Background: an optimization exercise with open tools, aiming at small area, a short achievable clock period and few clock cycles. Do not read the settings as production practice. No activity file was given, so power comes from the tool's default toggle rates.

==> job 4335: inputs <==
## CPU
module CPU(
	input clk,
	input rst,
	output [31:0]imem_addr,
	input [31:0]imem_rdata,
	output [31:0]dmem_addr,
	output [31:0]dmem_wdata,
	output dmem_we,
	input [31:0]dmem_rdata
    );
Settings: LEC_CHECK=0, CAP_MARGIN=20, CORE_MARGIN=2, CORE_UTILIZATION=60, CTS_BUF_LIST=sky130_fd_sc_hd__clkbuf_16, CTS_CLUSTER_DIAMETER=60, CTS_CLUSTER_SIZE=30, GPL_ROUTABILITY_DRIVEN=0, SLEW_MARGIN=20, SYNTH_HIERARCHICAL=1; clock period 10.5 ns.
standard.sh (not shown) runs the stock make flow with config.mk's settings and CLKGATE_MAP_FILE= SYNTH_SCRIPT=/design/flow/synth_recipe.tcl, a recipe that flattens the netlist after the stock synthesis.
==> flow/flow/run.sh <==
#!/bin/bash
# Layout flow: the standard synthesis, then the ORFS flow with
#  - combinational cells reset to drive strength 1 before floorplanning,
#  - timing repair aimed at a tighter setup target (SETUP_SLACK_MARGIN),
#  - port buffers of a plain buffer cell.
# Each tool's log goes to the ORFS logs folder; make's output to *.log here.
set -e
F=$(pwd)/flow
bash standard.sh synth > synth.log 2>&1
bash standard.sh PRE_FLOORPLAN_TCL=$F/downsize.tcl \
  SETUP_SLACK_MARGIN=7 TNS_END_PERCENT=100 \
  "BUFFER_PORTS_ARGS=-buffer_cell sky130_fd_sc_hd__buf_2" \
  finish > layout.log 2>&1
==> flow/flow/downsize.tcl <==
# Before floorplanning: put every combinational logic cell at its smallest
# drive strength; timing repair later sizes up the cells that need it.
set db [ord::get_db]
set n 0
foreach inst [[ord::get_db_block] getInsts] {
  set m [[$inst getMaster] getName]
  if {![regexp {^sky130_fd_sc_hd__([a-z0-9]+)_([0-9]+)$} $m -> base sz]} { continue }
  if {$sz <= 1} { continue }
  if {[regexp {^(df|edf|sdf|dl|buf|inv|clk|conb|tap|fill|decap|diode|bufbuf|bufinv|probe|lpflow|macro)} $base]} { continue }
  set new [$db findMaster sky130_fd_sc_hd__${base}_1]
  if {$new eq "NULL" || $new eq ""} { continue }
  $inst swapMaster $new
  incr n
}
puts "downsize: $n cells set to drive strength 1"
==> inputs of job 4632, as changes to job 4335 <==
--- a/flow/design.v
+++ b/flow/design.v
@@ -61,24 +61,28 @@
 module ex_alu(
 	input [31:0] a,
 	input [31:0] rt, input [31:0] rtn,
 	input [31:0] imm,         
 	input pos, input neg,     
 	input ci,
-	output [31:0] sum,
+	input sel_sum,
+	input [31:0] lres,
+	output [31:0] res,
 	output co
     );
-	wire [31:0] bn, p;
+	wire [31:0] bn, p, sum;
 	wire [32:0] cn;
 	genvar i;
 	generate for (i = 0; i < 32; i = i + 1) begin : b
 		c_a221oi ub(.a1(rt[i]), .a2(pos), .b1(rtn[i]), .b2(neg), .c1(imm[i]), .y(bn[i]));
 	end endgenerate
 	ks_add add(.a(a), .bn(bn), .ci(ci), .p(p), .cn(cn));
 	generate for (i = 0; i < 32; i = i + 1) begin : s
-		c_xnor2 ux(.a(p[i]), .b(cn[i]), .y(sum[i]));
+		wire sbit;
+		c_xnor2 ux(.a(p[i]), .b(cn[i]), .y(sbit));
+		c_a21o ur(.a1(sbit), .a2(sel_sum), .b1(lres[i]), .y(res[i]));
 	end endgenerate
 	assign co = ~cn[32];
 endmodule
 module c_xor2(input a, input b, output y); assign y = a ^ b; endmodule
 module c_nor4(input a, input b, input c, input d, output y); assign y = ~(a | b | c | d); endmodule
 module eq32(input [31:0] a, input [31:0] b, output eq, output ne);
@@ -190,43 +194,38 @@
 		c_nor2 o1(.a(l2[2]), .b(l2[3]), .y(h1[b]));
 	end endgenerate
 endmodule
 module rd_port_a(
 	input [31:1] sel, input fsel, input [31:0] fwd,
 	input lsel, input [31:0] ld,
-	input gsel, input [31:0] lg,
 	input [32*31-1:0] regs,
 	output [31:0] q,           
 	output [31:0] q0           
     );
 	wire [31:0] h0, h1;
 	rd_tree t(.sel(sel), .fsel(fsel), .fwd(fwd), .regs(regs), .h0(h0), .h1(h1));
 	genvar b;
 	generate for (b = 0; b < 32; b = b + 1) begin : bt
-		wire lt, gt;
+		wire lt;
 		c_nand2 ol(.a(lsel), .b(ld[b]), .y(lt));
-		c_nand2 og(.a(gsel), .b(lg[b]), .y(gt));
-		c_nand4 oq(.a(h0[b]), .b(h1[b]), .c(lt), .d(gt), .y(q[b]));
-		c_nand3 o0(.a(h0[b]), .b(h1[b]), .c(gt), .y(q0[b]));
+		c_nand3 oq(.a(h0[b]), .b(h1[b]), .c(lt), .y(q[b]));
+		c_nand2 o0(.a(h0[b]), .b(h1[b]), .y(q0[b]));
 	end endgenerate
 endmodule
 module rd_port_b(
 	input [31:1] sel, input fsel, input [31:0] fwd,
-	input gsel, input [31:0] lg,
 	input [32*31-1:0] regs,
 	output [31:0] q,
 	output [31:0] qn
     );
 	wire [31:0] h0, h1;
 	rd_tree t(.sel(sel), .fsel(fsel), .fwd(fwd), .regs(regs), .h0(h0), .h1(h1));
 	genvar b;
 	generate for (b = 0; b < 32; b = b + 1) begin : bt
-		wire gt;
-		c_nand2 og(.a(gsel), .b(lg[b]), .y(gt));
-		c_nand3 oq(.a(h0[b]), .b(h1[b]), .c(gt), .y(q[b]));
-		c_and3 on(.a(h0[b]), .b(h1[b]), .c(gt), .y(qn[b]));
+		c_nand2 oq(.a(h0[b]), .b(h1[b]), .y(q[b]));
+		c_and2 on(.a(h0[b]), .b(h1[b]), .y(qn[b]));
 	end endgenerate
 endmodule
 module CPU(
 	input clk,
 	input rst,
 	output [31:0]imem_addr,
@@ -244,27 +243,24 @@
 	reg [1:0]  id_bix;             
 	reg [1:0]  bht [0:3];          
 	reg        up_v, up_t;         
 	reg [1:0]  up_ix;
 	reg [31:1] id_rsa, id_rsb;     
 	reg        id_fwa, id_fwb;     
-	reg        id_fga, id_fgb;     
 	reg        id_fla;             
 	reg [15:0] id_imm;             
 	reg        id_pos, id_neg;     
 	reg        id_ci;              
 	reg        id_sum;             
 	reg        id_and, id_or, id_slt, id_sltw;
 	reg        id_lw, id_sw;
 	reg        id_rq, id_rn, id_rg, id_rl;    
 	reg        id_wr;              
 	reg [4:0]  id_dest;
 	reg [9:0]  id_alt;             
 	reg [31:0] mem_res;            
-	reg [31:0] mem_lg;             
-	reg        mem_sel;            
 	reg [31:0] mem_sd;             
 	reg        mem_we, mem_wb, mem_ld;
 	reg [4:0]  mem_dest;
 	reg [31:0] rf [1:31];
 	wire bht_p = bht[pc[1:0]][1];
 	wire [31:0] ins = imem_rdata;
@@ -310,21 +306,22 @@
 	wire [32*31-1:0] regs;
 	genvar gi;
 	generate for (gi = 1; gi < 32; gi = gi + 1) begin : rfw
 		assign regs[32*(gi-1) +: 32] = rf[gi];
 	end endgenerate
 	wire [31:0] ra, ra0, rt, rtn;
-	rd_port_a porta(.sel(id_rsa), .fsel(id_fwa), .fwd(mem_res), .lsel(id_fla), .ld(dmem_rdata), .gsel(id_fga), .lg(mem_lg), .regs(regs), .q(ra), .q0(ra0));
-	rd_port_b portb(.sel(id_rsb), .fsel(id_fwb), .fwd(mem_res), .gsel(id_fgb), .lg(mem_lg), .regs(regs), .q(rt), .qn(rtn));
+	rd_port_a porta(.sel(id_rsa), .fsel(id_fwa), .fwd(mem_res), .lsel(id_fla), .ld(dmem_rdata), .regs(regs), .q(ra), .q0(ra0));
+	rd_port_b portb(.sel(id_rsb), .fsel(id_fwb), .fwd(mem_res), .regs(regs), .q(rt), .qn(rtn));
 	wire co;
 	wire [31:0] lres = ({32{id_and}} & (ra & rt)) |
 	                   ({32{id_or}}  & (ra | rt)) |
 	                   {31'd0, (id_slt & ~co) | (id_sltw & co)};
-	wire [31:0] sum;
+	wire [31:0] res;
 	ex_alu alu(.a(ra), .rt(rt), .rtn(rtn), .imm({{16{id_imm[15]}}, id_imm}),
-	           .pos(id_pos), .neg(id_neg), .ci(id_ci), .sum(sum), .co(co));
+	           .pos(id_pos), .neg(id_neg), .ci(id_ci), .sel_sum(id_sum),
+	           .lres(lres), .res(res), .co(co));
 	wire eq, ne, gtz, lez;
 	eq32 ueq(.a(ra0), .b(rt), .eq(eq), .ne(ne));
 	gtz32 ugt(.a(ra0), .gt(gtz), .le(lez));
 	wire x1, x2, redirect;
 	c_a22oi ur1(.a1(id_rq), .a2(eq), .b1(id_rn), .b2(ne), .y(x1));
 	c_a22oi ur2(.a1(id_rg), .a2(gtz), .b1(id_rl), .b2(lez), .y(x2));
@@ -365,16 +362,14 @@
 	end
 	always @(posedge clk) begin
 		for (k = 1; k < 32; k = k + 1) begin
 			id_rsa[k] <= (ea == k) & ~ma;
 			id_rsb[k] <= (eb == k) & ~mb;
 		end
-		id_fwa <= ma & ~id_lw & id_sum;
-		id_fwb <= mb & ~id_lw & id_sum;
-		id_fga <= ma & ~id_lw & ~id_sum;
-		id_fgb <= mb & ~id_lw & ~id_sum;
+		id_fwa <= ma & ~id_lw;
+		id_fwb <= mb & ~id_lw;
 		id_fla <= ma & id_lw;
 		id_imm <= f_imm ? ins[15:0] : 16'd0;
 		id_pos <= f_add;
 		id_neg <= f_sub | f_slt;
 		id_ci  <= f_sub | (f_slt & ~swap);
 		id_sum <= f_add | f_sub | f_imm;
@@ -399,19 +394,17 @@
 		end else begin
 			mem_we <= ex_fire & id_sw;
 			mem_wb <= ex_fire & id_wr;
 		end
 		mem_ld <= id_lw;
 		mem_dest <= id_dest;
-		mem_res <= sum;
-		mem_lg <= lres;
-		mem_sel <= id_sum;
+		mem_res <= res;
 		mem_sd <= rt;
 	end
 	assign imem_addr  = {20'd0, pc, 2'b00};
 	assign dmem_addr  = mem_res;
 	assign dmem_wdata = mem_sd;
 	assign dmem_we    = mem_we;
-	wire [31:0] wd = mem_ld ? dmem_rdata : (mem_sel ? mem_res : mem_lg);
+	wire [31:0] wd = mem_ld ? dmem_rdata : mem_res;
 	always @(posedge clk)
 		if (mem_wb) rf[mem_dest] <= wd;
 endmodule
==> summary.md <==
| Metric | Value |
|---|---|
| Share of power burned in registers | 55.1% |
| Clock buffers | 82 |
| Crit path cell chain | buf_2, nand2_1, nand3_2, xnor2_2, nand2_1, nor2_2, nand2_1, nor2_1, a21oi_2, inv_1, mux2i_1, nand3_1, a21o_1 |
| Fill count | 6054 |
| Run status | finished clean |
| Top library cells by usage in the layout, fill and taps aside | 1021 x a22oi_1, 992 x edfxtp_1, 290 x nand4_1, 191 x nand2_1, 181 x nor2_1 |
| Die width | 298 um |
| GR Layer Usage met1 | 56.3% |
| Hold-critical path endpoint | up_ix[0] |
| Worst vdd rail ir drop | 187 uV |
| WS Path Type | in -> reg |
| Number of gates resized after CTS | 141 |
[end of results for job 4632]
==> summary.md <==
| Metric | Value |
|---|---|
| Run status | finished clean |
| Clock buffers | 85 |
| Crit path cell chain | buf_4, a22oi_1, nand4_1, nor2_2, nand3_1, nor2_1, nand4_1, nor2_1, a21oi_2, a22oi_1, a21oi_2, or3_1, a31oi_1, and2_1 |
| Share of power burned in registers | 54.0% |
| Worst EP arrival | 4.26 ns |
| Capturing element of the worst setup path | id_valid |
| GR Layer Usage met1 | 56.3% |
| Top library cells by usage in the layout, fill and taps aside | 1039 x a22oi_1, 992 x edfxtp_1, 305 x nand4_1, 254 x nand2_1, 178 x dfxtp_1 |
| Fill count | 6136 |
| Part of the total power dissipated in the clock network | 36.9% |
| Worst vdd rail ir drop | 183 uV |
| WS Path Type | reg -> reg |
| Hold-critical path endpoint | up_ix[1] |
| Number of gates resized after CTS | 206 |
[end of results for job 4335]
Function was not checked in any run of this note: the RTL went through the layout flow alone.

## static timing again, ports no longer ideal
In the flow no input, the clock included, has a driving cell. The finished layouts below were timed again as built, in two steps.
Step 1 (the two cells are an assumption about what drives the block):
set clk [get_ports {clk}]
set_driving_cell -lib_cell sky130_fd_sc_hd__clkbuf_16 $clk
set_driving_cell -lib_cell sky130_fd_sc_hd__buf_2 [delete_from_list [all_inputs] $clk]
Step 2 moves the port delays by t, midway between the first and last clock arrival at a register: inputs arrive t later, outputs are due t later. That takes back most of the time a late clock gives input paths.
a / b / c = ideal ports / drivers / drivers and shift; a / b = the first two.
run	t (ns)	setup slack, ns	worst hold slack (ns)	worst setup path after step 2	worst data-port slew with drivers (ns)
job 4335	0.762	6.883 / 6.883 / 6.185	0.341 / 0.341 / 0.341	input to register	0.18
job 4632	0.734	6.896 / 6.931 / 6.206	0.359 / 0.359 / 0.359	input to register	0.15
After both steps every run listed still meets setup and hold. For job 4335, which loses most, drivers alone change the setup slack by 0.000 ns; drivers and shift together by -0.698 ns.
